Context: an optimization exercise on an open-source flow, tuned for small area and a short achievable clock period. The choices shown serve that exercise and are no tape-out recipe. Where RTL was checked, it was by simulation tests only, not by an equivalence proof against the original. Power and IR drop assume default switching activity.

Design max_pool_3x3, start of the top module:
module max_pool_3x3 (
    input [31:0] v1,
    input [31:0] v2,
    input [31:0] v3,
    input [31:0] v4,
    input [31:0] v5,
    input [31:0] v6,
    input [31:0] v7,
    input [31:0] v8,
    input [31:0] v9,
    input en,
    input clk,
    output [31:0] selected);
Size in the first run: roughly 1700 cells after synthesis, roughly 320 I/O pins.
clock: 12.0 ns
lec_check: 0
cap_margin: 20
core_margin: 2
core_utilization: 40
setup_slack_margin: 4
slew_margin: 20
standard.sh (not shown) runs the stock make flow with config.mk's settings and CLKGATE_MAP_FILE= SYNTH_SCRIPT=/design/flow/synth_recipe.tcl, a recipe that flattens the netlist after the stock synthesis.
==> flow/flow/run.sh <==
#!/bin/bash
# The standard layout, with two changes: ABC maps the logic with flow/map.abc
# (delay-targeted mapping) and every port gets the smallest buffer cell.
set -euo pipefail
here=$(pwd)
export BUFFER_PORTS_ARGS="-buffer_cell sky130_fd_sc_hd__buf_1"
export FLOW_ABC_SCRIPT=$here/flow/map.abc
sed "s|SYNTH_SCRIPT=[^ ]*|SYNTH_SCRIPT=$here/flow/synth.tcl|" standard.sh > flow_standard.sh
bash flow_standard.sh > standard_flow.log 2>&1
==> flow/flow/map.abc <==
strash
dch
map -D 2500
buffer
upsize -D 2500
dnsize -D 2500
==> flow/flow/synth.tcl <==
# The standard synthesis script, with ABC's mapping script replaced by flow/map.abc
proc synth {args} { yosys synth -nofsm -noshare {*}$args }
proc abc {args} {
  set i [lsearch -exact $args -script]
  if { $i >= 0 } { lset args [expr {$i + 1}] $::env(FLOW_ABC_SCRIPT) }
  yosys abc {*}$args
}
source $::env(SCRIPTS_DIR)/synth.tcl
# left out here: clear keep_hierarchy, flatten, clean up, hide names made inside functions, write 1_2_yosys.v
Next try:
--- a/flow/flow/run.sh
+++ b/flow/flow/run.sh
@@ -6,2 +6,3 @@
 export BUFFER_PORTS_ARGS="-buffer_cell sky130_fd_sc_hd__buf_1"
+export SETUP_SLACK_MARGIN=5.5
 export FLOW_ABC_SCRIPT=$here/flow/map.abc
CTS_BUF_LIST = sky130_fd_sc_hd__clkbuf_8   (was unset)
SETUP_SLACK_MARGIN = unset   (was 4)
After rerunning:
- maximum frequency is higher by about a fifth
- core utilization is higher by 3.2 points
- clock power is lower by a quarter to a third
- via count is higher by a few percent
- register-to-register slack is better by 0.03 ns
Next try:
--- a/flow/flow/run.sh
+++ b/flow/flow/run.sh
@@ -6,3 +6,3 @@
 export BUFFER_PORTS_ARGS="-buffer_cell sky130_fd_sc_hd__buf_1"
-export SETUP_SLACK_MARGIN=5.5
+export SETUP_SLACK_MARGIN=5.75
 export FLOW_ABC_SCRIPT=$here/flow/map.abc
CTS_BUF_LIST = unset   (was sky130_fd_sc_hd__clkbuf_8)
Effect: Fmax went up by a few percent; flip-flop and latch count is unchanged; count of clock-buffer cells in the layout does not change; wire length went up by a few percent; die area stays the same; via count went up by a few percent; area after synthesis stays the same; setup slack gains 0.20 ns.


== run 1 ==
max_pool_3x3 again, from the RTL that the note above started with.
export LEC_CHECK = 0
export CAP_MARGIN = 20
export CORE_MARGIN = 2
export CORE_UTILIZATION = 40
export PLACE_DENSITY = 0.75
export SLEW_MARGIN = 20
create_clock -name core_clock -period 12.0 [get_ports {clk}]
==> flow/flow/run.sh <==
#!/bin/bash
# The standard layout, with two changes: ABC maps the logic with flow/map.abc
# (delay-targeted mapping) and every port gets the smallest buffer cell.
set -euo pipefail
here=$(pwd)
export BUFFER_PORTS_ARGS="-buffer_cell sky130_fd_sc_hd__buf_1"
export SETUP_SLACK_MARGIN=5.5
export FLOW_ABC_SCRIPT=$here/flow/map.abc
sed "s|SYNTH_SCRIPT=[^ ]*|SYNTH_SCRIPT=$here/flow/synth.tcl|" standard.sh > flow_standard.sh
bash flow_standard.sh > standard_flow.log 2>&1
Scripts as last shown in full above: flow/flow/map.abc, flow/flow/synth.tcl
Input changes introduced in run 2 (baseline for comparison: run 1):
- a deleted PLACE_DENSITY that had been 0.75
diff --git a/flow/flow/run.sh b/flow/flow/run.sh
--- a/flow/flow/run.sh
+++ b/flow/flow/run.sh
@@ -5,5 +5,5 @@
 here=$(pwd)
 export BUFFER_PORTS_ARGS="-buffer_cell sky130_fd_sc_hd__buf_1"
-export SETUP_SLACK_MARGIN=5.5
+export SETUP_SLACK_MARGIN=6
 export FLOW_ABC_SCRIPT=$here/flow/map.abc
 sed "s|SYNTH_SCRIPT=[^ ]*|SYNTH_SCRIPT=$here/flow/synth.tcl|" standard.sh > flow_standard.sh
[summary]
Going from run 1 to run 2, multi-input logic cell count +about 0.3%, leakage power figure +18%.
| met1 track utilization from global routing | lower: run 1 |
| sequential share of layout area | higher: run 1 |
Changes observed in run 2 relative to run 1: maximum frequency increased 3.3%; initial core utilization neither gained nor lost much; total length of routed met3 wires shows an increase of about 40%; final critical-path setup slack +0.20 ns.
## Diff of input files: run 3 against run 2
- an added CTS_BUF_LIST of sky130_fd_sc_hd__clkbuf_4
diff --git a/flow/flow/run.sh b/flow/flow/run.sh
--- a/flow/flow/run.sh
+++ b/flow/flow/run.sh
@@ -5,5 +5,5 @@
 here=$(pwd)
 export BUFFER_PORTS_ARGS="-buffer_cell sky130_fd_sc_hd__buf_1"
-export SETUP_SLACK_MARGIN=6
+export SETUP_SLACK_MARGIN=5.5
 export FLOW_ABC_SCRIPT=$here/flow/map.abc
 sed "s|SYNTH_SCRIPT=[^ ]*|SYNTH_SCRIPT=$here/flow/synth.tcl|" standard.sh > flow_standard.sh
- The final layout from run 3, which completed every stage, passed the timing, design-rule and antenna checks at the end of the flow.
- In run 3, the hold slack came out 0.021 ns above the value in run 2.
- From run 2 to run 3 the numbers moved as follows: post-CTS setup buffer count went down 30; slack of the critical path went down 0.20 ns; via count of the first global-routing pass went down 456; number of logic stages on the critical path including buffering went down about 9%.
- NOTE: synthesis-to-layout area growth in run 3 falls short of that of run 2
- Run 3 against run 2: final routed DRC violation total has remained practically unchanged; internal power component now sits lower; share of power burned in combinational logic now sits higher.
- Against run 2 as the reference, run 3 delivers a lower final area.
The inputs of run 4 differ from those of run 3 as listed below.
- a deleted CTS_BUF_LIST that had been sky130_fd_sc_hd__clkbuf_4
==> flow/flow/map.abc <==
strash
dch
map -D 2500
Findings:
- Multi-input combinational cell count (run 4 vs. run 3) increases slightly
- Run 3 has lower combinational group power than run 4.
- [compare] base=run 3 new=run 4: fraction of met1 tracks used by global routing dropped 1.1 points, transition at the pin with the smallest max-transition slack down 0.0098 ns.
- As of run 4, sequential power had risen by a few percent compared to run 3.


The RTL this note starts from:
==> flow/design.v <==
module max_c #(parameter L = 5, parameter W = 1 << L) (
    input  [W-1:0] a,
    input  [W-1:0] b,
    output         gt);
    wire [2*W-2:0] g;
    wire [2*W-2:0] p;
    assign g[W-1:0] = a & ~b;
    assign p[W-1:0] = a | ~b;
    genvar l, i;
    generate
        for (l = 0; l < L; l = l + 1) begin : lvl
            localparam N   = W >> l;               
            localparam IN  = 2*W - 2*N;            
            localparam OUT = 2*W - N;              
            for (i = 0; i < N/2; i = i + 1) begin : node
                assign g[OUT+i] = g[IN+2*i+1] | (p[IN+2*i+1] & g[IN+2*i]);
                assign p[OUT+i] = p[IN+2*i+1] & p[IN+2*i];
            end
        end
    endgenerate
    assign gt = g[2*W-2];
endmodule
module max_relu (
    input  [31:0] a,
    input  [31:0] b,
    input  [31:0] c,
    output        sa,
    output        sb,
    output        sc);
    wire lab, lac, lbc;
    max_c cab ({1'b0, a[30:0]}, {1'b0, b[30:0]}, lab);
    max_c cac ({1'b0, a[30:0]}, {1'b0, c[30:0]}, lac);
    max_c cbc ({1'b0, b[30:0]}, {1'b0, c[30:0]}, lbc);
    wire ab = ~a[31] & (b[31] | lab);
    wire ac = ~a[31] & (c[31] | lac);
    wire bc = ~b[31] & (c[31] | lbc);
    assign sa = ab & ac;
    assign sb = ~ab & bc & ~b[31];
    assign sc = ~ac & ~bc & ~c[31];
endmodule
module max_pool_3x3 (
    input [31:0] v1,
    input [31:0] v2,
    input [31:0] v3,
    input [31:0] v4,
    input [31:0] v5,
    input [31:0] v6,
    input [31:0] v7,
    input [31:0] v8,
    input [31:0] v9,
    input en,
    input clk,
    output [31:0] selected);
    wire s1, s2, s3, s4, s5, s6, s7, s8, s9;
    max_relu g0 (v1, v2, v3, s1, s2, s3);
    max_relu g1 (v4, v5, v6, s4, s5, s6);
    max_relu g2 (v7, v8, v9, s7, s8, s9);
    wire [30:0] m0 = ({31{s1}} & v1[30:0]) | ({31{s2}} & v2[30:0]) | ({31{s3}} & v3[30:0]);
    wire [30:0] m1 = ({31{s4}} & v4[30:0]) | ({31{s5}} & v5[30:0]) | ({31{s6}} & v6[30:0]);
    wire [30:0] m2 = ({31{s7}} & v7[30:0]) | ({31{s8}} & v8[30:0]) | ({31{s9}} & v9[30:0]);
    wire t0, t1, t2;
    max_relu gf ({1'b0, m0}, {1'b0, m1}, {1'b0, m2}, t0, t1, t2);
    reg [30:0] q;
    wire [30:0] d = ({31{t0 & en}} & m0) | ({31{t1 & en}} & m1) | ({31{t2 & en}} & m2)
                  | ({31{~en}} & q);
    always @(posedge clk)
        q <= d;
    assign selected = {1'b0, q};
endmodule
export LEC_CHECK = 0
export CAP_MARGIN = 20
export CORE_MARGIN = 2
export CORE_UTILIZATION = 40
export SLEW_MARGIN = 20
create_clock -name core_clock -period 12.0 [get_ports {clk}]
==> flow/flow/run.sh <==
#!/bin/bash
# The standard layout, with these changes: synthesis keeps the comparator
# module apart so that ABC maps it on its own for speed (flow/cmp.abc) and the
# rest with flow/map.abc, before flattening as the standard synthesis does;
# every port gets the smallest buffer cell; timing repair aims 5.5 ns beyond
# the clock period.
set -euo pipefail
here=$(pwd)
export BUFFER_PORTS_ARGS="-buffer_cell sky130_fd_sc_hd__buf_1"
export SETUP_SLACK_MARGIN=5
export SYNTH_KEEP_MODULES=max_c
export FLOW_ABC_SCRIPT=$here/flow/map.abc
export FLOW_ABC_CMP=$here/flow/cmp.abc
sed "s|SYNTH_SCRIPT=[^ ]*|SYNTH_SCRIPT=$here/flow/synth.tcl|" standard.sh > flow_standard.sh
bash flow_standard.sh > standard_flow.log 2>&1
==> flow/flow/cmp.abc <==
strash
dch
map -D 700
buffer
upsize -D 700
dnsize -D 700
==> flow/flow/map.abc <==
strash
dch
map -D 2500
buffer
upsize -D 2500
dnsize -D 2500
==> flow/flow/synth.tcl <==
# The standard synthesis script, except that ABC maps the comparator
# module (kept apart until after mapping) with flow/cmp.abc and the rest of
# the design with flow/map.abc.
proc synth {args} { yosys synth -nofsm -noshare {*}$args }
proc abc {args} {
  set i [lsearch -exact $args -script]
  set a_cmp $args
  lset a_cmp [expr {$i + 1}] $::env(FLOW_ABC_CMP)
  set a_main $args
  lset a_main [expr {$i + 1}] $::env(FLOW_ABC_SCRIPT)
  yosys abc {*}$a_cmp max_c
  yosys abc {*}$a_main $::env(DESIGN_NAME)
}
source $::env(SCRIPTS_DIR)/synth.tcl
# left out here: clear keep_hierarchy, flatten, clean up, hide names made inside functions, write 1_2_yosys.v
The starting point went through all stages and came out clean.
Then changed:
--- a/flow/flow/run.sh
+++ b/flow/flow/run.sh
@@ -8,5 +8,5 @@
 here=$(pwd)
 export BUFFER_PORTS_ARGS="-buffer_cell sky130_fd_sc_hd__buf_1"
-export SETUP_SLACK_MARGIN=5
+export SETUP_SLACK_MARGIN=5.5
 export SYNTH_KEEP_MODULES=max_c
 export FLOW_ABC_SCRIPT=$here/flow/map.abc
Outcome: Register-to-register slack is about the same. Routed wire length increases by 2.3%. Non-clock buffer count increases by 21. Setup slack improves by 440 ps. Design area increases by 2.4%.
No functional check of the RTL was part of any run of this note.


== job 6927 ==
Another version of the RTL of max_pool_3x3 (not shown whole).
For scale: ~1700 cells after synthesis, ~320 I/O pins, ~9300 sq um of cells after synthesis.
Settings: LEC_CHECK=0, CAP_MARGIN=20, CORE_MARGIN=2, CORE_UTILIZATION=40, SLEW_MARGIN=20; clock period 12.0 ns.
==> flow/flow/run.sh <==
#!/bin/bash
# The standard layout, with two changes: ABC maps the logic with flow/map.abc
# (delay-targeted mapping) and every port gets the smallest buffer cell.
set -euo pipefail
here=$(pwd)
export BUFFER_PORTS_ARGS="-buffer_cell sky130_fd_sc_hd__buf_1"
export FLOW_ABC_SCRIPT=$here/flow/map.abc
sed "s|SYNTH_SCRIPT=[^ ]*|SYNTH_SCRIPT=$here/flow/synth.tcl|" standard.sh > flow_standard.sh
bash flow_standard.sh > standard_flow.log 2>&1
==> flow/flow/synth.tcl <==
# The standard synthesis script, with ABC's mapping script replaced by flow/map.abc
proc synth {args} { yosys synth -nofsm -noshare {*}$args }
proc abc {args} {
  set i [lsearch -exact $args -script]
  if { $i >= 0 } { lset args [expr {$i + 1}] $::env(FLOW_ABC_SCRIPT) }
  yosys abc {*}$args
}
source $::env(SCRIPTS_DIR)/synth.tcl
# left out here: clear keep_hierarchy, flatten, clean up, hide names made inside functions, write 1_2_yosys.v
Scripts as last shown in full above: flow/flow/map.abc
The final layout from job 6927, which completed every stage, passed the timing, design-rule and antenna checks at the end of the flow.
The inputs of job 5261 differ from those of job 6927 as listed below.
-- flow/flow/run.sh --
<<< job 6927, line 7
>>> job 5261, line 7
export SETUP_SLACK_MARGIN=6.5
--- outcome ---
Compared with job 6927, job 5261 shows layout net count that has gone up by a little under 10%.
Compared job 5261 vs job 6927, and count of plain and timing-repair buffers in the layout is up in job 5261.
Power per cell area (job 5261 over job 6927): increase, 12 nW/um^2
[job 5261] sequential group share of total power fell 4.4 points relative to job 6927
Edits applied to the flow inputs when going from job 5261 to job 9091:
- SETUP_SLACK_MARGIN newly set to 5
==> flow/flow/run.sh <==
#!/bin/bash
# Standard ORFS layout, with the smallest buffer cell on every port.
set -euo pipefail
export BUFFER_PORTS_ARGS="-buffer_cell sky130_fd_sc_hd__buf_1"
bash standard.sh > standard_flow.log 2>&1
removed: flow/flow/map.abc
removed: flow/flow/synth.tcl
### Flow results
- Internal power delta for job 9091 relative to job 5261: 0.14 mW lower
- The worst setup path endpoint comes out q[1] in one run and q[0] in the other, namely in job 9091 and job 5261 respectively.
- Summary of job 9091 over job 5261: global routing met1 resource utilization went down by 4.4 points; via count went down by about 8%.
- Job 9091 vs. job 5261: critical path depth went down by 13%; clock power went down; worst setup slack shows a reduction of 0.94 ns; post-synth design cell area went up; reported combinational group power decreased by 25% relative to the old numbers.
- Going from job 5261 to job 9091, the ratio of final minimum period to clock period was found to have gone up by 7.8 points.
Edits applied to the flow inputs when going from job 9091 to job 4995:
- a change of SETUP_SLACK_MARGIN from 5 to 3
Job 4995 was carried through to the last stage, and its layout satisfied the timing, design-rule and antenna checks.
Of the two candidates, job 9091 has the worse power and job 4995 the better one.
Job 4995 vs. job 9091: routed length on met1 decreased 2.4%, minimum clock period after layout increased 1.37 ns, wire length now sits lower.
Looking at worst setup path startpoint, the v2[26] result is from job 4995; the v3[20] one comes from job 9091.
Taking job 4995 as 1.0, job 9091 lands at 1.19 on maximum achievable frequency.
Going from job 9091 to job 4995, smallest setup slack after layout -1.37 ns; clock power did not really move.
Relative to job 9091, met2 global-route usage has gone down in job 4995.
No run of this note included a check of the RTL's function; only the layout flow was run.


Another version of the RTL of max_pool_3x3 (not shown whole).
Size: roughly 1,700 cells after synthesis, about 31 flip-flops, about 320 I/O pins, roughly 0.0094 mm^2 of cells after synthesis.
Settings: LEC_CHECK=0, CAP_MARGIN=20, CORE_MARGIN=2, CORE_UTILIZATION=60, SETUP_SLACK_MARGIN=5, SLEW_MARGIN=20; clock period 12.0 ns.
==> flow/flow/run.sh <==
#!/bin/bash
# The standard layout, with two changes: ABC maps the logic with flow/map.abc
# (delay-targeted mapping) and every port gets the smallest buffer cell.
set -euo pipefail
here=$(pwd)
export BUFFER_PORTS_ARGS="-buffer_cell sky130_fd_sc_hd__buf_1"
export FLOW_ABC_SCRIPT=$here/flow/map.abc
sed "s|SYNTH_SCRIPT=[^ ]*|SYNTH_SCRIPT=$here/flow/synth.tcl|" standard.sh > flow_standard.sh
bash flow_standard.sh > standard_flow.log 2>&1
==> flow/flow/map.abc <==
strash
dch
map -D 2500
buffer
upsize -D 2500
dnsize -D 2500
==> flow/flow/synth.tcl <==
# The standard synthesis script, with ABC's mapping script replaced by flow/map.abc
proc synth {args} { yosys synth -nofsm -noshare {*}$args }
proc abc {args} {
  set i [lsearch -exact $args -script]
  if { $i >= 0 } { lset args [expr {$i + 1}] $::env(FLOW_ABC_SCRIPT) }
  yosys abc {*}$args
}
source $::env(SCRIPTS_DIR)/synth.tcl
# left out here: clear keep_hierarchy, flatten, clean up, hide names made inside functions, write 1_2_yosys.v
The baseline finished clean.
Edit:
--- a/flow/config.mk
+++ b/flow/config.mk
@@ -9,3 +9,3 @@
 export CORE_MARGIN = 2
-export CORE_UTILIZATION = 60
+export CORE_UTILIZATION = 40
 export SETUP_SLACK_MARGIN = 5
After rerunning: Critical path depth went up by 2. Wire length rises by 13%. Cell area went up by 3.4%. Power went up by 6.3%. Synthesized cell count stays the same. Utilization goes down by 22 points.
No run of this note included a check of the RTL's function; only the layout flow was run.

re-timing with driven ports:
How much do the figures lean on ideal ports? The routed layouts below were timed once more, with nothing changed but the port constraints. Step 1, drivers: a clkbuf_16 drives clk and a buf_2 each remaining input, both assumed. Step 2, shift: input delay + t, output delay - t, t = (earliest + latest rising clock arrival at the registers) / 2. This alone moves slack from input paths to output paths. Slacks: no drivers / after step 1 / after step 2; pairs: no drivers / after step 1.
run | t (ns) | slack for setup (ns) | worst register clock-pin slew, ns | worst slew at a driven data input, ns
the first run of note 1 | 0.320 | 4.612 / 4.633 / 4.313 | 0.06 / 0.06 | 0.06
the second run of note 1 | 0.330 | 5.690 / 5.675 / 5.345 | 0.08 / 0.08 | 0.07
the third run of note 1 | 0.324 | 5.886 / 5.902 / 5.578 | 0.06 / 0.06 | 0.06
run 1 | 0.324 | 5.679 / 5.695 / 5.371 | 0.07 / 0.07 | 0.07
run 2 | 0.336 | 5.883 / 5.904 / 5.569 | 0.06 / 0.06 | 0.06
run 3 | 0.381 | 5.686 / 5.696 / 5.315 | 0.12 / 0.12 | 0.07
run 4 | 0.315 | 5.507 / 5.510 / 5.195 | 0.06 / 0.06 | 0.06
the first run of note 3 | 0.317 | 5.416 / 5.426 / 5.110 | 0.05 / 0.05 | 0.07
the second run of note 3 | 0.318 | 5.859 / 5.873 / 5.555 | 0.05 / 0.05 | 0.07
job 6927 | 0.318 | 3.922 / 3.935 / 3.617 | 0.05 / 0.05 | 0.10
job 5261 | 0.327 | 5.833 / 5.844 / 5.517 | 0.06 / 0.06 | 0.07
job 9091 | 0.324 | 4.897 / 4.912 / 4.588 | 0.06 / 0.06 | 0.07
job 4995 | 0.322 | 3.522 / 3.539 / 3.217 | 0.06 / 0.06 | 0.07
the first run of note 5 | 0.323 | 5.165 / 5.168 / 4.845 | 0.06 / 0.06 | 0.06
the second run of note 5 | 0.322 | 5.308 / 5.318 / 4.997 | 0.06 / 0.06 | 0.06
After both steps setup and hold are still met in every run listed. For run 3, which loses most, drivers alone change the setup slack by +0.010 ns; drivers and shift together by -0.371 ns.
